What follows belongs to an exercise in optimizing a design on an open flow for small area and a short achievable clock period; a production flow would make more cautious choices. No functional check of the RTL was part of this run. The clock port is modelled as an ideal driver; clocking choices that lean on that would not hold on a real chip.

==> design/flow/design.v <==
module prng (
    input logic [31:0] seed,
    output logic [31:0] rand_num,
    input logic clk,
    input logic rst
);
    logic [31:0] state;
    wire [30:0] x = state[30:0];
    wire [30:0] xn = ~state[30:0];
    wire [30:0] nxt;
    wire s0; wire c0;
    assign s0 = 1'b1 ^ xn[0] ^ x[2];
    assign c0 = (1'b1 & xn[0]) | (1'b1 & x[2]) | (xn[0] & x[2]);
    wire s1; wire c1;
    assign s1 = 1'b1 ^ xn[1] ^ x[3];
    assign c1 = (1'b1 & xn[1]) | (1'b1 & x[3]) | (xn[1] & x[3]);
    wire s2; wire c2;
    fa u2 (.a(xn[2]), .b(xn[0]), .c(x[4]), .s(s2), .co(c2));
    wire s3; wire c3;
    fa u3 (.a(xn[3]), .b(xn[1]), .c(x[5]), .s(s3), .co(c3));
    wire s4; wire c4;
    assign s4 = 1'b0 ^ x[4] ^ x[2];
    assign c4 = (1'b0 & x[4]) | (1'b0 & x[2]) | (x[4] & x[2]);
    wire s5; wire c5;
    fa u5 (.a(~s4), .b(x[6]), .c(c3), .s(s5), .co(c5));
    wire s6; wire c6;
    fa u6 (.a(xn[5]), .b(xn[3]), .c(x[0]), .s(s6), .co(c6));
    wire s7; wire c7;
    fa u7 (.a(~c4), .b(s6), .c(x[7]), .s(s7), .co(c7));
    wire s8; wire c8;
    fa u8 (.a(xn[6]), .b(xn[4]), .c(x[1]), .s(s8), .co(c8));
    wire s9; wire c9;
    fa u9 (.a(c6), .b(s8), .c(x[8]), .s(s9), .co(c9));
    wire s10; wire c10;
    assign s10 = 1'b0 ^ x[7] ^ x[5];
    assign c10 = (1'b0 & x[7]) | (1'b0 & x[5]) | (x[7] & x[5]);
    wire s11; wire c11;
    fa u11 (.a(x[2]), .b(xn[0]), .c(c8), .s(s11), .co(c11));
    wire s12; wire c12;
    fa u12 (.a(~s10), .b(s11), .c(x[9]), .s(s12), .co(c12));
    wire s13; wire c13;
    fa u13 (.a(xn[8]), .b(xn[6]), .c(xn[1]), .s(s13), .co(c13));
    wire s14; wire c14;
    fa u14 (.a(x[3]), .b(~c10), .c(s13), .s(s14), .co(c14));
    wire s15; wire c15;
    fa u15 (.a(c11), .b(x[10]), .c(s14), .s(s15), .co(c15));
    wire s16; wire c16;
    fa u16 (.a(xn[9]), .b(xn[7]), .c(xn[2]), .s(s16), .co(c16));
    wire s17; wire c17;
    fa u17 (.a(x[4]), .b(c13), .c(s16), .s(s17), .co(c17));
    wire s18; wire c18;
    fa u18 (.a(c14), .b(x[11]), .c(s17), .s(s18), .co(c18));
    wire s19; wire c19;
    assign s19 = 1'b0 ^ x[10] ^ x[8];
    assign c19 = (1'b0 & x[10]) | (1'b0 & x[8]) | (x[10] & x[8]);
    wire s20; wire c20;
    fa u20 (.a(x[5]), .b(xn[3]), .c(x[0]), .s(s20), .co(c20));
    wire s21; wire c21;
    fa u21 (.a(c16), .b(~s19), .c(s20), .s(s21), .co(c21));
    wire s22; wire c22;
    fa u22 (.a(c17), .b(x[12]), .c(s21), .s(s22), .co(c22));
    wire s23; wire c23;
    assign s23 = 1'b0 ^ x[11] ^ x[9];
    assign c23 = (1'b0 & x[11]) | (1'b0 & x[9]) | (x[11] & x[9]);
    wire s24; wire c24;
    fa u24 (.a(x[6]), .b(xn[4]), .c(x[1]), .s(s24), .co(c24));
    wire s25; wire c25;
    fa u25 (.a(~c19), .b(c20), .c(~s23), .s(s25), .co(c25));
    wire s26; wire c26;
    fa u26 (.a(s24), .b(c21), .c(x[13]), .s(s26), .co(c26));
    wire s27; wire c27;
    fa u27 (.a(s25), .b(c22), .c(s26), .s(s27), .co(c27));
    wire s28; wire c28;
    fa u28 (.a(xn[12]), .b(xn[10]), .c(xn[5]), .s(s28), .co(c28));
    wire s29; wire c29;
    fa u29 (.a(x[7]), .b(x[2]), .c(x[0]), .s(s29), .co(c29));
    wire s30; wire c30;
    fa u30 (.a(~c23), .b(c24), .c(s28), .s(s30), .co(c30));
    wire s31; wire c31;
    fa u31 (.a(s29), .b(c25), .c(x[14]), .s(s31), .co(c31));
    wire s32; wire c32;
    fa u32 (.a(s30), .b(c26), .c(s31), .s(s32), .co(c32));
    wire s33; wire c33;
    fa u33 (.a(xn[13]), .b(xn[11]), .c(xn[6]), .s(s33), .co(c33));
    wire s34; wire c34;
    fa u34 (.a(x[8]), .b(x[3]), .c(x[1]), .s(s34), .co(c34));
    wire s35; wire c35;
    fa u35 (.a(c28), .b(c29), .c(s33), .s(s35), .co(c35));
    wire s36; wire c36;
    fa u36 (.a(s34), .b(c30), .c(x[15]), .s(s36), .co(c36));
    wire s37; wire c37;
    fa u37 (.a(s35), .b(c31), .c(s36), .s(s37), .co(c37));
    wire s38; wire c38;
    fa u38 (.a(xn[14]), .b(xn[12]), .c(xn[7]), .s(s38), .co(c38));
    wire s39; wire c39;
    fa u39 (.a(x[9]), .b(x[4]), .c(x[2]), .s(s39), .co(c39));
    wire s40; wire c40;
    fa u40 (.a(c33), .b(c34), .c(s38), .s(s40), .co(c40));
    wire s41; wire c41;
    fa u41 (.a(s39), .b(c35), .c(s40), .s(s41), .co(c41));
    wire s42; wire c42;
    fa u42 (.a(x[16]), .b(c36), .c(s41), .s(s42), .co(c42));
    wire s43; wire c43;
    assign s43 = 1'b0 ^ x[15] ^ x[13];
    assign c43 = (1'b0 & x[15]) | (1'b0 & x[13]) | (x[15] & x[13]);
    wire s44; wire c44;
    fa u44 (.a(x[10]), .b(x[5]), .c(x[3]), .s(s44), .co(c44));
    wire s45; wire c45;
    fa u45 (.a(xn[8]), .b(xn[0]), .c(c38), .s(s45), .co(c45));
    wire s46; wire c46;
    fa u46 (.a(c39), .b(~s43), .c(s44), .s(s46), .co(c46));
    wire s47; wire c47;
    fa u47 (.a(c40), .b(s45), .c(s46), .s(s47), .co(c47));
    wire s48; wire c48;
    fa u48 (.a(x[17]), .b(c41), .c(s47), .s(s48), .co(c48));
    wire s49; wire c49;
    fa u49 (.a(xn[14]), .b(xn[9]), .c(xn[1]), .s(s49), .co(c49));
    wire s50; wire c50;
    fa u50 (.a(x[11]), .b(x[6]), .c(x[4]), .s(s50), .co(c50));
    wire s51; wire c51;
    fa u51 (.a(xn[16]), .b(~c43), .c(c44), .s(s51), .co(c51));
    wire s52; wire c52;
    fa u52 (.a(s49), .b(s50), .c(c45), .s(s52), .co(c52));
    wire s53; wire c53;
    fa u53 (.a(c46), .b(s51), .c(x[18]), .s(s53), .co(c53));
    wire s54; wire c54;
    fa u54 (.a(s52), .b(c47), .c(s53), .s(s54), .co(c54));
    wire s55; wire c55;
    fa u55 (.a(xn[15]), .b(xn[10]), .c(xn[2]), .s(s55), .co(c55));
    wire s56; wire c56;
    fa u56 (.a(x[12]), .b(x[7]), .c(x[5]), .s(s56), .co(c56));
    wire s57; wire c57;
    fa u57 (.a(x[0]), .b(c49), .c(c50), .s(s57), .co(c57));
    wire s58; wire c58;
    fa u58 (.a(xn[17]), .b(s55), .c(s56), .s(s58), .co(c58));
    wire s59; wire c59;
    fa u59 (.a(c51), .b(s57), .c(s58), .s(s59), .co(c59));
    wire s60; wire c60;
    fa u60 (.a(x[19]), .b(c52), .c(s59), .s(s60), .co(c60));
    wire s61; wire c61;
    fa u61 (.a(c53), .b(s60), .c(c54), .s(s61), .co(c61));
    wire s62; wire c62;
    fa u62 (.a(x[13]), .b(x[8]), .c(x[6]), .s(s62), .co(c62));
    wire s63; wire c63;
    fa u63 (.a(xn[11]), .b(xn[3]), .c(x[1]), .s(s63), .co(c63));
    wire s64; wire c64;
    fa u64 (.a(xn[16]), .b(xn[18]), .c(c55), .s(s64), .co(c64));
    wire s65; wire c65;
    fa u65 (.a(c56), .b(s62), .c(s63), .s(s65), .co(c65));
    wire s66; wire c66;
    fa u66 (.a(c57), .b(c58), .c(s64), .s(s66), .co(c66));
    wire s67; wire c67;
    fa u67 (.a(s65), .b(x[20]), .c(c59), .s(s67), .co(c67));
    wire s68; wire c68;
    fa u68 (.a(s66), .b(c60), .c(s67), .s(s68), .co(c68));
    wire s69; wire c69;
    fa u69 (.a(x[14]), .b(x[9]), .c(x[7]), .s(s69), .co(c69));
    wire s70; wire c70;
    fa u70 (.a(xn[12]), .b(xn[4]), .c(x[2]), .s(s70), .co(c70));
    wire s71; wire c71;
    fa u71 (.a(xn[17]), .b(xn[19]), .c(c62), .s(s71), .co(c71));
    wire s72; wire c72;
    fa u72 (.a(c63), .b(s69), .c(s70), .s(s72), .co(c72));
    wire s73; wire c73;
    fa u73 (.a(c64), .b(c65), .c(s71), .s(s73), .co(c73));
    wire s74; wire c74;
    fa u74 (.a(s72), .b(c66), .c(x[21]), .s(s74), .co(c74));
    wire s75; wire c75;
    fa u75 (.a(s73), .b(c67), .c(s74), .s(s75), .co(c75));
    wire s76; wire c76;
    assign s76 = 1'b1 ^ x[15] ^ x[10];
    assign c76 = (1'b1 & x[15]) | (1'b1 & x[10]) | (x[15] & x[10]);
    wire s77; wire c77;
    fa u77 (.a(xn[13]), .b(xn[5]), .c(xn[0]), .s(s77), .co(c77));
    wire s78; wire c78;
    fa u78 (.a(x[8]), .b(x[3]), .c(xn[18]), .s(s78), .co(c78));
    wire s79; wire c79;
    fa u79 (.a(xn[20]), .b(c69), .c(c70), .s(s79), .co(c79));
    wire s80; wire c80;
    fa u80 (.a(s76), .b(s77), .c(s78), .s(s80), .co(c80));
    wire s81; wire c81;
    fa u81 (.a(c71), .b(c72), .c(s79), .s(s81), .co(c81));
    wire s82; wire c82;
    fa u82 (.a(s80), .b(c73), .c(s81), .s(s82), .co(c82));
    wire s83; wire c83;
    fa u83 (.a(x[22]), .b(c74), .c(s82), .s(s83), .co(c83));
    wire s84; wire c84;
    fa u84 (.a(xn[14]), .b(xn[6]), .c(xn[1]), .s(s84), .co(c84));
    wire s85; wire c85;
    fa u85 (.a(x[11]), .b(x[9]), .c(x[4]), .s(s85), .co(c85));
    wire s86; wire c86;
    fa u86 (.a(x[16]), .b(xn[19]), .c(xn[21]), .s(s86), .co(c86));
    wire s87; wire c87;
    fa u87 (.a(c76), .b(c77), .c(s84), .s(s87), .co(c87));
    wire s88; wire c88;
    fa u88 (.a(s85), .b(c78), .c(c79), .s(s88), .co(c88));
    wire s89; wire c89;
    fa u89 (.a(s86), .b(s87), .c(c80), .s(s89), .co(c89));
    wire s90; wire c90;
    fa u90 (.a(c81), .b(s88), .c(x[23]), .s(s90), .co(c90));
    wire s91; wire c91;
    fa u91 (.a(s89), .b(c82), .c(s90), .s(s91), .co(c91));
    wire s92; wire c92;
    fa u92 (.a(xn[15]), .b(xn[7]), .c(xn[2]), .s(s92), .co(c92));
    wire s93; wire c93;
    fa u93 (.a(x[12]), .b(x[10]), .c(x[5]), .s(s93), .co(c93));
    wire s94; wire c94;
    fa u94 (.a(x[17]), .b(c84), .c(c85), .s(s94), .co(c94));
    wire s95; wire c95;
    fa u95 (.a(xn[20]), .b(xn[22]), .c(s92), .s(s95), .co(c95));
    wire s96; wire c96;
    fa u96 (.a(s93), .b(c86), .c(c87), .s(s96), .co(c96));
    wire s97; wire c97;
    fa u97 (.a(s94), .b(s95), .c(c88), .s(s97), .co(c97));
    wire s98; wire c98;
    fa u98 (.a(s96), .b(c89), .c(x[24]), .s(s98), .co(c98));
    wire s99; wire c99;
    fa u99 (.a(s97), .b(c90), .c(s98), .s(s99), .co(c99));
    wire s100; wire c100;
    fa u100 (.a(x[13]), .b(x[11]), .c(x[6]), .s(s100), .co(c100));
    wire s101; wire c101;
    fa u101 (.a(xn[8]), .b(xn[3]), .c(x[0]), .s(s101), .co(c101));
    wire s102; wire c102;
    fa u102 (.a(xn[16]), .b(x[18]), .c(xn[21]), .s(s102), .co(c102));
    wire s103; wire c103;
    fa u103 (.a(c92), .b(c93), .c(s100), .s(s103), .co(c103));
    wire s104; wire c104;
    fa u104 (.a(s101), .b(xn[23]), .c(c94), .s(s104), .co(c104));
    wire s105; wire c105;
    fa u105 (.a(s102), .b(c95), .c(s103), .s(s105), .co(c105));
    wire s106; wire c106;
    fa u106 (.a(c96), .b(s104), .c(s105), .s(s106), .co(c106));
    wire s107; wire c107;
    fa u107 (.a(x[25]), .b(c97), .c(s106), .s(s107), .co(c107));
    wire s108; wire c108;
    fa u108 (.a(c98), .b(s107), .c(c99), .s(s108), .co(c108));
    wire s109; wire c109;
    fa u109 (.a(x[14]), .b(x[12]), .c(x[7]), .s(s109), .co(c109));
    wire s110; wire c110;
    fa u110 (.a(xn[9]), .b(xn[4]), .c(x[1]), .s(s110), .co(c110));
    wire s111; wire c111;
    fa u111 (.a(xn[17]), .b(c100), .c(c101), .s(s111), .co(c111));
    wire s112; wire c112;
    fa u112 (.a(x[19]), .b(s109), .c(s110), .s(s112), .co(c112));
    wire s113; wire c113;
    fa u113 (.a(xn[22]), .b(xn[24]), .c(c102), .s(s113), .co(c113));
    wire s114; wire c114;
    fa u114 (.a(c103), .b(s111), .c(s112), .s(s114), .co(c114));
    wire s115; wire c115;
    fa u115 (.a(c104), .b(s113), .c(c105), .s(s115), .co(c115));
    wire s116; wire c116;
    fa u116 (.a(s114), .b(x[26]), .c(c106), .s(s116), .co(c116));
    wire s117; wire c117;
    fa u117 (.a(s115), .b(c107), .c(s116), .s(s117), .co(c117));
    wire s118; wire c118;
    fa u118 (.a(x[15]), .b(x[13]), .c(x[8]), .s(s118), .co(c118));
    wire s119; wire c119;
    fa u119 (.a(xn[10]), .b(xn[5]), .c(x[2]), .s(s119), .co(c119));
    wire s120; wire c120;
    fa u120 (.a(xn[18]), .b(c109), .c(c110), .s(s120), .co(c120));
    wire s121; wire c121;
    fa u121 (.a(x[20]), .b(s118), .c(s119), .s(s121), .co(c121));
    wire s122; wire c122;
    fa u122 (.a(xn[23]), .b(xn[25]), .c(c111), .s(s122), .co(c122));
    wire s123; wire c123;
    fa u123 (.a(c112), .b(s120), .c(s121), .s(s123), .co(c123));
    wire s124; wire c124;
    fa u124 (.a(c113), .b(s122), .c(c114), .s(s124), .co(c124));
    wire s125; wire c125;
    fa u125 (.a(s123), .b(x[27]), .c(c115), .s(s125), .co(c125));
    wire s126; wire c126;
    fa u126 (.a(s124), .b(c116), .c(s125), .s(s126), .co(c126));
    wire s127; wire c127;
    fa u127 (.a(x[14]), .b(x[9]), .c(x[3]), .s(s127), .co(c127));
    wire s128; wire c128;
    fa u128 (.a(xn[11]), .b(xn[6]), .c(x[16]), .s(s128), .co(c128));
    wire s129; wire c129;
    fa u129 (.a(xn[19]), .b(c118), .c(c119), .s(s129), .co(c129));
    wire s130; wire c130;
    fa u130 (.a(x[21]), .b(s127), .c(s128), .s(s130), .co(c130));
    wire s131; wire c131;
    fa u131 (.a(xn[24]), .b(xn[26]), .c(c120), .s(s131), .co(c131));
    wire s132; wire c132;
    fa u132 (.a(c121), .b(s129), .c(s130), .s(s132), .co(c132));
    wire s133; wire c133;
    fa u133 (.a(c122), .b(s131), .c(c123), .s(s133), .co(c133));
    wire s134; wire c134;
    fa u134 (.a(s132), .b(x[28]), .c(c124), .s(s134), .co(c134));
    wire s135; wire c135;
    fa u135 (.a(s133), .b(c125), .c(s134), .s(s135), .co(c135));
    wire s136; wire c136;
    fa u136 (.a(x[15]), .b(x[10]), .c(x[4]), .s(s136), .co(c136));
    wire s137; wire c137;
    fa u137 (.a(xn[12]), .b(xn[7]), .c(x[17]), .s(s137), .co(c137));
    wire s138; wire c138;
    fa u138 (.a(xn[20]), .b(c127), .c(x[22]), .s(s138), .co(c138));
    wire s139; wire c139;
    fa u139 (.a(c128), .b(s136), .c(s137), .s(s139), .co(c139));
    wire s140; wire c140;
    fa u140 (.a(xn[25]), .b(xn[27]), .c(c129), .s(s140), .co(c140));
    wire s141; wire c141;
    fa u141 (.a(s138), .b(c130), .c(s139), .s(s141), .co(c141));
    wire s142; wire c142;
    fa u142 (.a(c131), .b(s140), .c(c132), .s(s142), .co(c142));
    wire s143; wire c143;
    fa u143 (.a(s141), .b(c133), .c(x[29]), .s(s143), .co(c143));
    wire s144; wire c144;
    fa u144 (.a(s142), .b(c134), .c(s143), .s(s144), .co(c144));
    wire s145;
    assign s145 = x[11] ^ x[5] ^ x[0];
    wire s146;
    assign s146 = x[13] ^ x[8] ^ xn[16];
    wire s147;
    assign s147 = x[18] ^ xn[21] ^ c136;
    wire s148;
    assign s148 = s145 ^ x[23] ^ c137;
    wire s149;
    assign s149 = s146 ^ x[26] ^ x[28];
    wire s150;
    assign s150 = c138 ^ s147 ^ c139;
    wire s151;
    assign s151 = s148 ^ c140 ^ ~s149;
    wire s152;
    assign s152 = c141 ^ s150 ^ s151;
    wire s153;
    assign s153 = c142 ^ x[30] ^ c143;
    wire s154;
    assign s154 = s152 ^ c144 ^ s153;
    wire [30:0] ra, rb;
    assign ra[0] = x[0];
    assign rb[0] = 1'b1;
    assign ra[1] = x[1];
    assign rb[1] = 1'b0;
    assign ra[2] = s0;
    assign rb[2] = 1'b0;
    assign ra[3] = c0;
    assign rb[3] = s1;
    assign ra[4] = c1;
    assign rb[4] = s2;
    assign ra[5] = c2;
    assign rb[5] = s3;
    assign ra[6] = s5;
    assign rb[6] = 1'b0;
    assign ra[7] = c5;
    assign rb[7] = s7;
    assign ra[8] = c7;
    assign rb[8] = s9;
    assign ra[9] = c9;
    assign rb[9] = s12;
    assign ra[10] = c12;
    assign rb[10] = s15;
    assign ra[11] = c15;
    assign rb[11] = s18;
    assign ra[12] = c18;
    assign rb[12] = s22;
    assign ra[13] = s27;
    assign rb[13] = 1'b0;
    assign ra[14] = c27;
    assign rb[14] = s32;
    assign ra[15] = c32;
    assign rb[15] = s37;
    assign ra[16] = c37;
    assign rb[16] = s42;
    assign ra[17] = c42;
    assign rb[17] = s48;
    assign ra[18] = c48;
    assign rb[18] = s54;
    assign ra[19] = s61;
    assign rb[19] = 1'b0;
    assign ra[20] = c61;
    assign rb[20] = s68;
    assign ra[21] = c68;
    assign rb[21] = s75;
    assign ra[22] = c75;
    assign rb[22] = s83;
    assign ra[23] = c83;
    assign rb[23] = s91;
    assign ra[24] = c91;
    assign rb[24] = s99;
    assign ra[25] = s108;
    assign rb[25] = 1'b0;
    assign ra[26] = c108;
    assign rb[26] = s117;
    assign ra[27] = c117;
    assign rb[27] = s126;
    assign ra[28] = c126;
    assign rb[28] = s135;
    assign ra[29] = c135;
    assign rb[29] = s144;
    assign ra[30] = s154;
    assign rb[30] = 1'b0;
    wire [30:0] g0 = ra & rb;
    wire [30:0] p0 = ra ^ rb;
    wire gg1 = g0[1] | (p0[1] & g0[0]);
    wire gg2 = g0[2] | (p0[2] & gg1);
    wire gg3 = g0[3] | (p0[3] & g0[2]);
    wire pp3 = p0[3] & p0[2];
    wire gg4 = gg3 | (pp3 & gg1);
    wire gg5 = g0[4] | (p0[4] & g0[3]);
    wire pp5 = p0[4] & p0[3];
    wire gg6 = gg5 | (pp5 & gg2);
    wire gg7 = g0[5] | (p0[5] & g0[4]);
    wire pp7 = p0[5] & p0[4];
    wire gg8 = gg7 | (pp7 & g0[3]);
    wire pp8 = pp7 & p0[3];
    wire gg9 = gg8 | (pp8 & gg2);
    wire gg10 = g0[6] | (p0[6] & gg7);
    wire pp10 = p0[6] & pp7;
    wire gg11 = gg10 | (pp10 & gg4);
    wire gg12 = g0[7] | (p0[7] & g0[6]);
    wire pp12 = p0[7] & p0[6];
    wire gg13 = gg12 | (pp12 & gg9);
    wire gg14 = g0[8] | (p0[8] & g0[7]);
    wire pp14 = p0[8] & p0[7];
    wire gg15 = gg14 | (pp14 & g0[6]);
    wire pp15 = pp14 & p0[6];
    wire gg16 = gg15 | (pp15 & gg9);
    wire gg17 = g0[9] | (p0[9] & g0[8]);
    wire pp17 = p0[9] & p0[8];
    wire gg18 = gg17 | (pp17 & g0[7]);
    wire pp18 = pp17 & p0[7];
    wire gg19 = gg18 | (pp18 & g0[6]);
    wire pp19 = pp18 & p0[6];
    wire gg20 = gg19 | (pp19 & gg9);
    wire gg21 = g0[10] | (p0[10] & g0[9]);
    wire pp21 = p0[10] & p0[9];
    wire gg22 = gg21 | (pp21 & g0[8]);
    wire pp22 = pp21 & p0[8];
    wire gg23 = gg22 | (pp22 & gg12);
    wire pp23 = pp22 & pp12;
    wire gg24 = gg23 | (pp23 & gg9);
    wire gg25 = g0[11] | (p0[11] & g0[10]);
    wire pp25 = p0[11] & p0[10];
    wire gg26 = gg25 | (pp25 & gg17);
    wire pp26 = pp25 & pp17;
    wire gg27 = gg26 | (pp26 & gg12);
    wire pp27 = pp26 & pp12;
    wire gg28 = gg27 | (pp27 & gg9);
    wire gg29 = g0[12] | (p0[12] & g0[11]);
    wire pp29 = p0[12] & p0[11];
    wire gg30 = gg29 | (pp29 & g0[10]);
    wire pp30 = pp29 & p0[10];
    wire gg31 = gg30 | (pp30 & gg18);
    wire pp31 = pp30 & pp18;
    wire gg32 = gg31 | (pp31 & gg11);
    wire gg33 = gg30 | (pp30 & gg17);
    wire pp33 = pp30 & pp17;
    wire gg34 = g0[13] | (p0[13] & gg33);
    wire pp34 = p0[13] & pp33;
    wire gg35 = gg34 | (pp34 & gg13);
    wire gg36 = g0[14] | (p0[14] & g0[13]);
    wire pp36 = p0[14] & p0[13];
    wire gg37 = gg36 | (pp36 & gg33);
    wire pp37 = pp36 & pp33;
    wire gg38 = gg37 | (pp37 & gg13);
    wire gg39 = g0[15] | (p0[15] & g0[14]);
    wire pp39 = p0[15] & p0[14];
    wire gg40 = gg29 | (pp29 & gg21);
    wire pp40 = pp29 & pp21;
    wire gg41 = g0[13] | (p0[13] & gg40);
    wire pp41 = p0[13] & pp40;
    wire gg42 = gg39 | (pp39 & gg41);
    wire pp42 = pp39 & pp41;
    wire gg43 = gg42 | (pp42 & gg16);
    wire gg44 = g0[16] | (p0[16] & g0[15]);
    wire pp44 = p0[16] & p0[15];
    wire gg45 = gg44 | (pp44 & gg36);
    wire pp45 = pp44 & pp36;
    wire gg46 = gg45 | (pp45 & gg32);
    wire gg47 = g0[17] | (p0[17] & g0[16]);
    wire pp47 = p0[17] & p0[16];
    wire gg48 = gg47 | (pp47 & gg39);
    wire pp48 = pp47 & pp39;
    wire gg49 = gg48 | (pp48 & gg35);
    wire gg50 = g0[18] | (p0[18] & gg47);
    wire pp50 = p0[18] & pp47;
    wire gg51 = gg50 | (pp50 & gg42);
    wire pp51 = pp50 & pp42;
    wire gg52 = gg51 | (pp51 & gg16);
    wire gg53 = g0[19] | (p0[19] & gg50);
    wire pp53 = p0[19] & pp50;
    wire gg54 = gg53 | (pp53 & gg43);
    wire gg55 = g0[20] | (p0[20] & g0[19]);
    wire pp55 = p0[20] & p0[19];
    wire gg56 = gg55 | (pp55 & gg52);
    wire gg57 = g0[21] | (p0[21] & g0[20]);
    wire pp57 = p0[21] & p0[20];
    wire gg58 = gg57 | (pp57 & g0[19]);
    wire pp58 = pp57 & p0[19];
    wire gg59 = gg58 | (pp58 & gg52);
    wire gg60 = g0[22] | (p0[22] & g0[21]);
    wire pp60 = p0[22] & p0[21];
    wire gg61 = gg60 | (pp60 & gg55);
    wire pp61 = pp60 & pp55;
    wire gg62 = gg61 | (pp61 & gg52);
    wire gg63 = g0[23] | (p0[23] & g0[22]);
    wire pp63 = p0[23] & p0[22];
    wire gg64 = gg63 | (pp63 & gg57);
    wire pp64 = pp63 & pp57;
    wire gg65 = gg64 | (pp64 & gg54);
    wire gg66 = g0[24] | (p0[24] & g0[23]);
    wire pp66 = p0[24] & p0[23];
    wire gg67 = gg60 | (pp60 & g0[20]);
    wire pp67 = pp60 & p0[20];
    wire gg68 = gg66 | (pp66 & gg67);
    wire pp68 = pp66 & pp67;
    wire gg69 = gg68 | (pp68 & gg54);
    wire gg70 = g0[24] | (p0[24] & gg63);
    wire pp70 = p0[24] & pp63;
    wire gg71 = g0[25] | (p0[25] & gg70);
    wire pp71 = p0[25] & pp70;
    wire gg72 = gg71 | (pp71 & gg59);
    wire gg73 = g0[26] | (p0[26] & g0[25]);
    wire pp73 = p0[26] & p0[25];
    wire gg74 = gg73 | (pp73 & gg69);
    wire gg75 = g0[27] | (p0[27] & g0[26]);
    wire pp75 = p0[27] & p0[26];
    wire gg76 = gg75 | (pp75 & g0[25]);
    wire pp76 = pp75 & p0[25];
    wire gg77 = gg76 | (pp76 & gg69);
    wire gg78 = g0[28] | (p0[28] & g0[27]);
    wire pp78 = p0[28] & p0[27];
    wire gg79 = gg78 | (pp78 & gg73);
    wire pp79 = pp78 & pp73;
    wire gg80 = gg79 | (pp79 & gg69);
    wire gg81 = g0[29] | (p0[29] & g0[28]);
    wire pp81 = p0[29] & p0[28];
    wire gg82 = gg81 | (pp81 & gg75);
    wire pp82 = pp81 & pp75;
    wire gg83 = gg82 | (pp82 & gg72);
    wire gg84 = g0[29] | (p0[29] & gg78);
    wire pp84 = p0[29] & pp78;
    wire gg85 = g0[30] | (p0[30] & gg84);
    wire pp85 = p0[30] & pp84;
    wire gg86 = gg85 | (pp85 & gg74);
    assign nxt[0] = p0[0];
    assign nxt[1] = p0[1] ^ g0[0];
    assign nxt[2] = p0[2] ^ gg1;
    assign nxt[3] = p0[3] ^ gg2;
    assign nxt[4] = p0[4] ^ gg4;
    assign nxt[5] = p0[5] ^ gg6;
    assign nxt[6] = p0[6] ^ gg9;
    assign nxt[7] = p0[7] ^ gg11;
    assign nxt[8] = p0[8] ^ gg13;
    assign nxt[9] = p0[9] ^ gg16;
    assign nxt[10] = p0[10] ^ gg20;
    assign nxt[11] = p0[11] ^ gg24;
    assign nxt[12] = p0[12] ^ gg28;
    assign nxt[13] = p0[13] ^ gg32;
    assign nxt[14] = p0[14] ^ gg35;
    assign nxt[15] = p0[15] ^ gg38;
    assign nxt[16] = p0[16] ^ gg43;
    assign nxt[17] = p0[17] ^ gg46;
    assign nxt[18] = p0[18] ^ gg49;
    assign nxt[19] = p0[19] ^ gg52;
    assign nxt[20] = p0[20] ^ gg54;
    assign nxt[21] = p0[21] ^ gg56;
    assign nxt[22] = p0[22] ^ gg59;
    assign nxt[23] = p0[23] ^ gg62;
    assign nxt[24] = p0[24] ^ gg65;
    assign nxt[25] = p0[25] ^ gg69;
    assign nxt[26] = p0[26] ^ gg72;
    assign nxt[27] = p0[27] ^ gg74;
    assign nxt[28] = p0[28] ^ gg77;
    assign nxt[29] = p0[29] ^ gg80;
    assign nxt[30] = p0[30] ^ gg83;
    always_ff @(posedge clk) begin
        if (rst) begin
            state <= seed;
        end else begin
            state <= {1'b0, nxt};
        end
        rand_num <= state;
    end
endmodule
module fa (
    input  logic a,
    input  logic b,
    input  logic c,
    output logic s,
    output logic co
);
    assign s = a ^ b ^ c;
    assign co = (a & b) | (a & c) | (b & c);
endmodule
==> design/flow/flow/run.sh <==
#!/bin/bash
# Standard layout with two changes: the smallest buffer on each port, and
# useful clock skew between registers after clock tree synthesis (skew.tcl).
export BUFFER_PORTS_ARGS="-buffer_cell sky130_fd_sc_hd__buf_1"
export POST_CTS_TCL="$PWD/flow/skew.tcl"
export SKIP_CTS_REPAIR_TIMING=1
bash standard.sh > standard.log 2>&1
==> design/flow/flow/skew.py <==
#!/usr/bin/env python3
"""Plan a later clock arrival for registers (useful skew).

usage: skew.py PATHS PERIOD

PATHS holds lines "kind from to slack" as skew.tcl writes them. A delay D[r]
(>= 0) on register r's clock changes a register-to-register path s->e by
D[s] - D[e]. The plan finds the smallest period T such that:
  setup   (PERIOD - slack) + D[s] - D[e] <= T      for register pairs
  hold    slack + D[s] - D[e] >= HOLD_MARGIN
  output  (PERIOD - slack) + D[s] <= T            (the skew may only hurt)
  input   (PERIOD - slack) <= T                   (no gain from the skew)
  D[r] <= DMAX
and prints, for each register that needs a delay, a chain of delay cells.
"""
import sys

DMAX = 1.2
HOLD_MARGIN = 0.3
LEVEL_COST = 0.15
# cells and the delay each adds in front of one register's clock pin (ns)
CELLS = [
    ('sky130_fd_sc_hd__clkbuf_1', 0.09, 3.75),
    ('sky130_fd_sc_hd__dlygate4sd1_1', 0.20, 8.76),
    ('sky130_fd_sc_hd__clkdlybuf4s50_1', 0.46, 10.01),
]

path_file, period = sys.argv[1], float(sys.argv[2])
setup, hold, outp, inp, inhold = {}, {}, {}, {}, {}
regs = set()
for line in open(path_file):
    f = line.split()
    if len(f) != 4:
        continue
    kind, s, e, sl = f[0], f[1], f[2], float(f[3])
    if kind == 'max':
        setup[(s, e)] = min(setup.get((s, e), 1e9), sl)
        regs.update((s, e))
    elif kind == 'min':
        hold[(s, e)] = min(hold.get((s, e), 1e9), sl)
        regs.update((s, e))
    elif kind == 'outmax':
        outp[s] = min(outp.get(s, 1e9), sl)
        regs.add(s)
    elif kind == 'inmax':
        inp[e] = min(inp.get(e, 1e9), sl)
        regs.add(e)
    elif kind == 'inmin':
        inhold[e] = min(inhold.get(e, 1e9), sl)
        regs.add(e)
regs = sorted(regs)
idx = {r: i + 1 for i, r in enumerate(regs)}


def solve(T):
    # difference constraints x[b] >= x[a] + w as edges (a, b, w); longest path
    edges = []
    for r in regs:
        ub = DMAX
        if r in inhold:
            ub = min(ub, max(0.0, inhold[r] - HOLD_MARGIN))
        if r in outp:
            ub = min(ub, T - (period - outp[r]))
        if ub < 0:
            return None
        edges.append((0, idx[r], 0.0))
        edges.append((idx[r], 0, -ub))
    for (s, e), sl in setup.items():
        d = period - sl
        if s == e:
            if d > T:
                return None
            continue
        edges.append((idx[s], idx[e], d - T))
    for (s, e), sl in hold.items():
        if s == e:
            continue
        # D[e] - D[s] <= sl - margin
        edges.append((idx[e], idx[s], -max(0.0, sl - HOLD_MARGIN)))
    for e, sl in inp.items():
        if period - sl > T:
            return None
    n = len(regs) + 1
    x = [0.0] + [-1e18] * (n - 1)
    for it in range(n + 1):
        changed = False
        for a, b, w in edges:
            if x[a] > -1e17 and x[a] + w > x[b] + 1e-9:
                x[b] = x[a] + w
                changed = True
        if not changed:
            return {r: x[idx[r]] for r in regs}
        if x[0] > 1e-9:
            return None
    return None


t0 = max([period - sl for sl in setup.values()] + [period - sl for sl in inp.values()]
         + [period - sl for sl in outp.values()])
lo, hi = 0.0, t0
if solve(hi) is None:
    print(f'# no skew plan (T0 {t0:.3f})')
    sys.exit(0)
for _ in range(40):
    m = (lo + hi) / 2
    if solve(m) is None:
        lo = m
    else:
        hi = m
T = hi
D = solve(T)
print(f'# period without skew {t0:.3f}, with skew {T:.3f}')


CELL_D = {c[0]: c[1] for c in CELLS}


def chain(delta):
    # fewest-area chain of cells whose delay is closest to delta
    best = None
    for a in range(0, 4):
        for b in range(0, 4):
            for c in range(0, 4):
                if a + b + c == 0 or a + b + c > 4:
                    continue
                n = (a, b, c)
                d = sum(k * cell[1] for k, cell in zip(n, CELLS))
                area = sum(k * cell[2] for k, cell in zip(n, CELLS))
                cost = abs(d - delta) + 0.004 * area
                if best is None or cost < best[0]:
                    best = (cost, n)
    out = []
    for k, cell in zip(best[1], CELLS):
        out += [cell[0]] * k
    return out


# Shared delays: the registers are put on a few levels; level k is reached
# through a cascade of delay stages, each stage driving the registers of its
# level and the next stage.
need = sorted((D[r], r) for r in regs if D[r] >= 0.06)
if not need:
    sys.exit(0)
vals = [v for v, _ in need]


def levels_for(k):
    # 1-D k-means on the wanted delays
    cent = [vals[int((i + 0.5) * len(vals) / k)] for i in range(k)]
    for _ in range(50):
        groups = [[] for _ in cent]
        for v in vals:
            groups[min(range(k), key=lambda i: abs(v - cent[i]))].append(v)
        cent = [sum(g) / len(g) if g else c for g, c in zip(groups, cent)]
    err = sum(min(abs(v - c) for c in cent) for v in vals)
    return sorted(cent), err


best = None
for k in range(1, 7):
    cent, err = levels_for(k)
    cost = err + LEVEL_COST * k
    if best is None or cost < best[0]:
        best = (cost, cent)
cent = best[1]
prev = 0.0
real = 0.0
lev_of = {r: min(range(len(cent)), key=lambda i: abs(v - cent[i])) + 1 for v, r in need}
for k, c in enumerate(cent, 1):
    # each stage ends in a stronger buffer that drives its registers and the
    # next stage
    nload = sum(1 for r in lev_of if lev_of[r] == k) + (1 if k < len(cent) else 0)
    driver = ('sky130_fd_sc_hd__clkbuf_8', 0.12) if nload > 3 else ('sky130_fd_sc_hd__clkbuf_4', 0.12)
    rest = c - real - driver[1]
    cells = chain(rest) if rest > 0.05 else []
    cells.append(driver[0])
    real += sum(CELL_D.get(x, driver[1]) for x in cells)
    print('stage', k, f'{c:.3f}', ' '.join(cells))
for v, r in need:
    print('level', r, lev_of[r], f'{v:.3f}')
==> design/flow/flow/skew.tcl <==
# Useful clock skew between registers, run after clock tree synthesis
# (POST_CTS_TCL). It measures the worst setup and hold slack of every
# register-to-register path, and the worst slack of every path from an input
# and to an output, then asks skew.py for a later clock arrival for each
# register that shortens the period set by the register-to-register paths.
# Paths from the inputs and to the outputs get no gain from it: an input path
# must meet that period without the skew, and an output path must meet it with
# the skew. The delays are made by clock buffers put in front of the
# registers' clock pins.

set skew_dir [file dirname [file normalize [info script]]]
set work_dir [file dirname $skew_dir]
set_propagated_clock [all_clocks]
estimate_parasitics -placement

set regs [all_registers -cells]
set clkpin [dict create]
set dpin [dict create]
set cellof [dict create]
foreach r $regs {
  set n [get_full_name $r]
  dict set cellof $n $r
  foreach p [get_pins -of_objects $r] {
    set pn [get_property $p lib_pin_name]
    if { $pn == "CLK" } { dict set clkpin $n $p }
    if { $pn == "D" } { dict set dpin $n $p }
  }
}

set f [open $work_dir/skew_paths.txt w]
foreach r $regs {
  set n [get_full_name $r]
  set cp [dict get $clkpin $n]
  foreach {kind pd} {max max min min} {
    set paths [find_timing_paths -from $cp -path_delay $pd \
      -group_path_count 10000 -endpoint_path_count 1 -unique_paths_to_endpoint]
    foreach p $paths {
      set ep [get_property $p endpoint]
      set epn [get_full_name $ep]
      if { [get_property $ep direction] == "output" } {
        puts $f "out$kind $n - [get_property $p slack]"
      } else {
        set einst [get_full_name [get_cells -of_objects $ep]]
        puts $f "$kind $n $einst [get_property $p slack]"
      }
    }
  }
  set dp [dict get $dpin $n]
  foreach {kind pd} {inmax max inmin min} {
    set paths [find_timing_paths -from [all_inputs] -to $dp -path_delay $pd]
    foreach p $paths {
      puts $f "$kind - $n [get_property $p slack]"
    }
  }
}
close $f

set period [get_property [lindex [all_clocks] 0] period]
exec python3 $skew_dir/skew.py $work_dir/skew_paths.txt $period > $work_dir/skew_plan.txt
puts "skew plan:"
puts [exec cat $work_dir/skew_plan.txt]

set block [ord::get_db_block]
set stages {}
set level [dict create]
foreach line [split [exec cat $work_dir/skew_plan.txt] "\n"] {
  if { [lindex $line 0] == "stage" } { lappend stages [lrange $line 3 end] }
  if { [lindex $line 0] == "level" } { dict set level [lindex $line 1] [lindex $line 2] }
}
set nbuf 0
set drv_net ""
set k 0
foreach cells $stages {
  incr k
  set pins {}
  set sx 0
  set sy 0
  set np 0
  dict for {n lv} $level {
    if { $lv >= $k } {
      lappend pins [dict get $clkpin $n]
      set loc [[sta::sta_to_db_inst [dict get $cellof $n]] getLocation]
      set sx [expr { $sx + [lindex $loc 0] }]
      set sy [expr { $sy + [lindex $loc 1] }]
      incr np
    }
  }
  if { $np == 0 } { break }
  set xy [list [ord::dbu_to_microns [expr { $sx / $np }]] [ord::dbu_to_microns [expr { $sy / $np }]]]
  foreach cell $cells {
    if { $drv_net == "" } {
      set net [get_nets -of_objects [lindex $pins end]]
      insert_buffer -buffer_cell $cell -net $net -load_pins $pins -load_pins_on_diff_nets \
        -location $xy -buffer_name skewbuf_$nbuf -net_name skewnet_$nbuf
    } else {
      insert_buffer -buffer_cell $cell -net $drv_net -load_pins $pins \
        -location $xy -buffer_name skewbuf_$nbuf -net_name skewnet_$nbuf
    }
    set drv_net [get_nets skewnet_$nbuf]
    set bnet [$block findNet skewnet_$nbuf]
    if { $bnet ne "NULL" && $bnet ne "" } { $bnet setSigType CLOCK }
    incr nbuf
  }
}
puts "skew buffers inserted: $nbuf"

detailed_placement
check_placement -verbose
estimate_parasitics -placement
report_worst_slack -max
report_worst_slack -min
==> design/flow/standard.sh <==
#!/bin/bash
# synth_recipe.tcl (not shown) runs the flow's synth.tcl, then flattens the netlist and writes it again
# the make line also repeats each setting of config.mk as NAME=value (left out here)
make -C /OpenROAD-flow-scripts/flow DESIGN_CONFIG=/design/flow/config.mk WORK_HOME=/design/flow/orfs CLKGATE_MAP_FILE= SYNTH_SCRIPT=/design/flow/synth_recipe.tcl "${@:-finish}"
==> design/flow/config.mk <==
export PLATFORM = sky130hd
export DESIGN_NAME = prng
export DESIGN_NICKNAME = prng
export VERILOG_FILES = /design/flow/design.v
export SDC_FILE = /design/flow/constraint.sdc
export NUM_CORES = 4
export LEC_CHECK = 0
export CAP_MARGIN = 20
export CORE_MARGIN = 2
export CORE_UTILIZATION = 50
export CTS_BUF_LIST = sky130_fd_sc_hd__clkbuf_4 sky130_fd_sc_hd__clkbuf_8
export SETUP_SLACK_MARGIN = 3.0
export SLEW_MARGIN = 20
export SYNTH_HIERARCHICAL = 1
==> design/flow/constraint.sdc <==
create_clock -name core_clock -period 7.0 [get_ports {clk}]
set_input_delay 1.4000 -clock core_clock [delete_from_list [all_inputs] [get_ports {clk}]]
set_output_delay 1.4000 -clock core_clock [all_outputs]
set_load 0.01 [all_outputs]
==> results_dict.tcl <==
set metrics [dict create \
    wirelength_mm 16.3 \
    period_share_pct 56.5 \
    syn_area_um2 5990 \
    setup_viol 0 \
    critPathKind "reg2reg" \
    track_usage_pct 27.9 \
    antenna_left 0 \
    worst_slew_pin_slew_ns 0.622 \
    route.vias.total 4122 \
    stdcell_area_um2 7500 \
    start_util_pct 51.8 \
    core_area_um2 11600 \
    crit_fanout 7 \
    dieArea_um2 12900 \
    drc 0 \
    hold_viol_final 0 \
    outcome "finished clean" \
    final_nets 822 \
    synth_ff_type "dfxtp_1" \
    worstPathArrival_ns 4.35 \
    crit_chain "buf_4 -> fa_1 -> fa_2 -> fa_2 -> fa_2 -> fa_2 -> ha_4 -> or3_4 -> a31oi_4 -> o21ai_0 -> nor3b_1" \
    fin_cells 766 \
    netlist_instances 488 \
    hold_class "in2reg" \
    cpMostUsedCell "fa_2" \
    worst_setup_path_end_kind "flop" \
    path_clk_slew_ns 0.07 \
    drv_slew 0 \
    synthArstFlopShare_pct 0 \
    cts_tree "yes" \
    max_slew_margin_pct 58.5 \
    grt_pass1_vias 4513 \
    drt-initial-drc-count 237 \
    grt_max_degree 66 \
    rows 39 \
    finalSetupTns_ns 0 \
    crit_path_top_delay_cell "fa_1" \
    diodes 0 \
    post_drt_wl_per_cell_um 21.3 \
    maxCapViolCount 0 \
    rsz0062_at_grt "true" \
    synth_cell_types 52 \
    grt_overflow 0 \
    die_h_um 113 \
    grt_pass1_wl_mm 25.9 \
    synth_seq_area_share_pct 21.4 \
    cpLargestDelayFamily "adder cells" \
    io_buffers 65 \
    cts_num_sinks 64 \
    antenna_found_initial 0 \
    detailedPlacementHpwl_mm 12.7 \
    routabilityCongestion 0.902 \
    syn_to_final_growth_pct 25.1 \
    skew_ns 1.02 \
    start_kind "flop" \
    synth_fp_nets 692 \
    die_w_um 113 \
    reg2reg_setup_slack_ns 3.04 \
    io_pins 66 \
    drt_pass1_iterations 4 \
    ys_ff_latch 64 \
    worstPathRequired_ns 7.39 \
    yosysWarnings 7 \
    dpl_cell_area_um2 6600 \
    vias_per_cell 5.38 \
    synth-edff-count 0 \
    worst-path-buf-inv 1 \
    max_clock_freq_ghz 0.253 \
    cpPeakStageDelay_ns 0.57 \
    synth_area_per_cell_um2 12.3 \
    finalCriticalPeriod_ns 3.96 \
    fill_cells 953 \
    clock_latency_ns 1.36 \
    fin_util_pct 64.8 \
    holdWs_ns 0.263 \
    drive_gt1_share_pct 29.1 \
    dp.cells 689 \
]
-- synthesized netlist by cell type (4+ instances only) --
cell type | count | area share (%)
ha_1 | 33 | 6.9
dfxtp_1 | 64 | 21
clkbuf_1 | 8 | 0.50
a21o_1 | 4 | 0.50
inv_1 | 51 | 3.2
o21ai_0 | 22 | 1.8
a31oi_1 | 4 | 0.42
nand2_1 | 31 | 1.9
a21oi_1 | 16 | 1.3
fa_1 | 137 | 46
nor2_1 | 7 | 0.44
xnor2_1 | 29 | 4.2
nor3b_1 | 5 | 0.63
xor2_1 | 7 | 1.0
nand3_1 | 7 | 0.58
-- per-stage QoR --
stage	setup WS [ns]
floorplan	2.58
global placement	2.19
detailed placement	2.07
global route	2.92
finish	3.04
-- cell type report, without the clock buffers --
class | count | area, um^2 | area share [%]
multi-input combinational | 365 | 4780 | 63.8
inverter | 51 | 213 | 2.84
tap | 143 | 179 | 2.39
sequential | 64 | 1350 | 18.0
clock inverter | 7 | 96.3 | 1.29
timing repair buffer | 121 | 691 | 9.21
-- final timing paths --
check / start / end / depth (start not counted)
worst max-delay path: state[7] / state[23] / 11
worst min-delay path: seed[29] / state[29] / 3
worst max register to register: state[7] / state[23] / 11
worst min register to register: state[31] / rand_num[31] / 0
-- modules after synthesis, one instance, submodules excluded --
module / area, um^2 / flip-flops and latches / times used
fa: 20.0 / 0 / 137
prng: 3250 / 64 / 1
-- placed cells by master (no fill, tap or decap), drive strengths merged, types with 3 or more instances in the layout --
cell / n
xnor2: 29
a211oi: 4
clkinvlp: 3
and3: 3
dfxtp: 64
o211ai: 3
o21ai: 24
nand3: 7
a31o: 3
nor3: 3
clkbuf: 14
nor3b: 5
clkinv: 3
a31oi: 4
xor2: 7
o221a: 3
o31ai: 5
buf: 120
a21o: 4
nor2: 8
ha: 33
fa: 137
inv: 50
nand2: 31
a21oi: 18
-- worst min-delay path: stages --
cell and delay (ns):
buf_1 0.07, nand2_1 0.05, o31ai_1 0.07
-- per-layer routing --
metal | vias up | GRT usage (%) | part of all wire [%]
li1 | 1876 | - | -
met1 | 2076 | 40.6 | 46
met2 | 143 | 40.4 | 46
met3 | 27 | 9.19 | 7.0
met4 | 0 | 8.13 | 1.7
met5 | - | 0 | 0
-- state kept, by name, indices dropped and copies added (netlist names) --
signal / flops
state: 32
rand_num: 32
-- cell families after synthesis --
| group | synth area share, % |
|---|---|
| adders and majority gates | 52.6 |
| AOI/OAI and AO/OA | 10.1 |
| and+or+nand+nor | 6.20 |
| DFF | 21.4 |
| buffers and inverters | 3.69 |
| xor gates and xnor gates | 5.64 |
| muxes | 0.376 |

port drivers added, routing unchanged:
How much do the figures lean on ideal ports? The routed layout below was timed once more, with nothing changed but the port constraints.
Step 1, drivers: a clkbuf_16 drives clk and a buf_2 each remaining input, both assumed.
Step 2, shift: input delay + t, output delay - t, t = (earliest + latest rising clock arrival at the registers) / 2. This alone moves slack from input paths to output paths.
Slacks: ideal ports / drivers / drivers and shift; pairs: ideal ports / drivers.
shift t [ns]: 0.885
setup slack, ns: 3.042 / 3.042 / 3.042
worst setup path after step 2: register to register
clock arrival spread, ns: 1.022 / 1.022
worst slew at a driven data input, ns: 0.04
In this run the clock reaches the registers at very different times; t lies between them, and the last value is a rough guide only. The setup slack of this run moves by 0.000 ns with the drivers and by 0.000 ns with both steps.
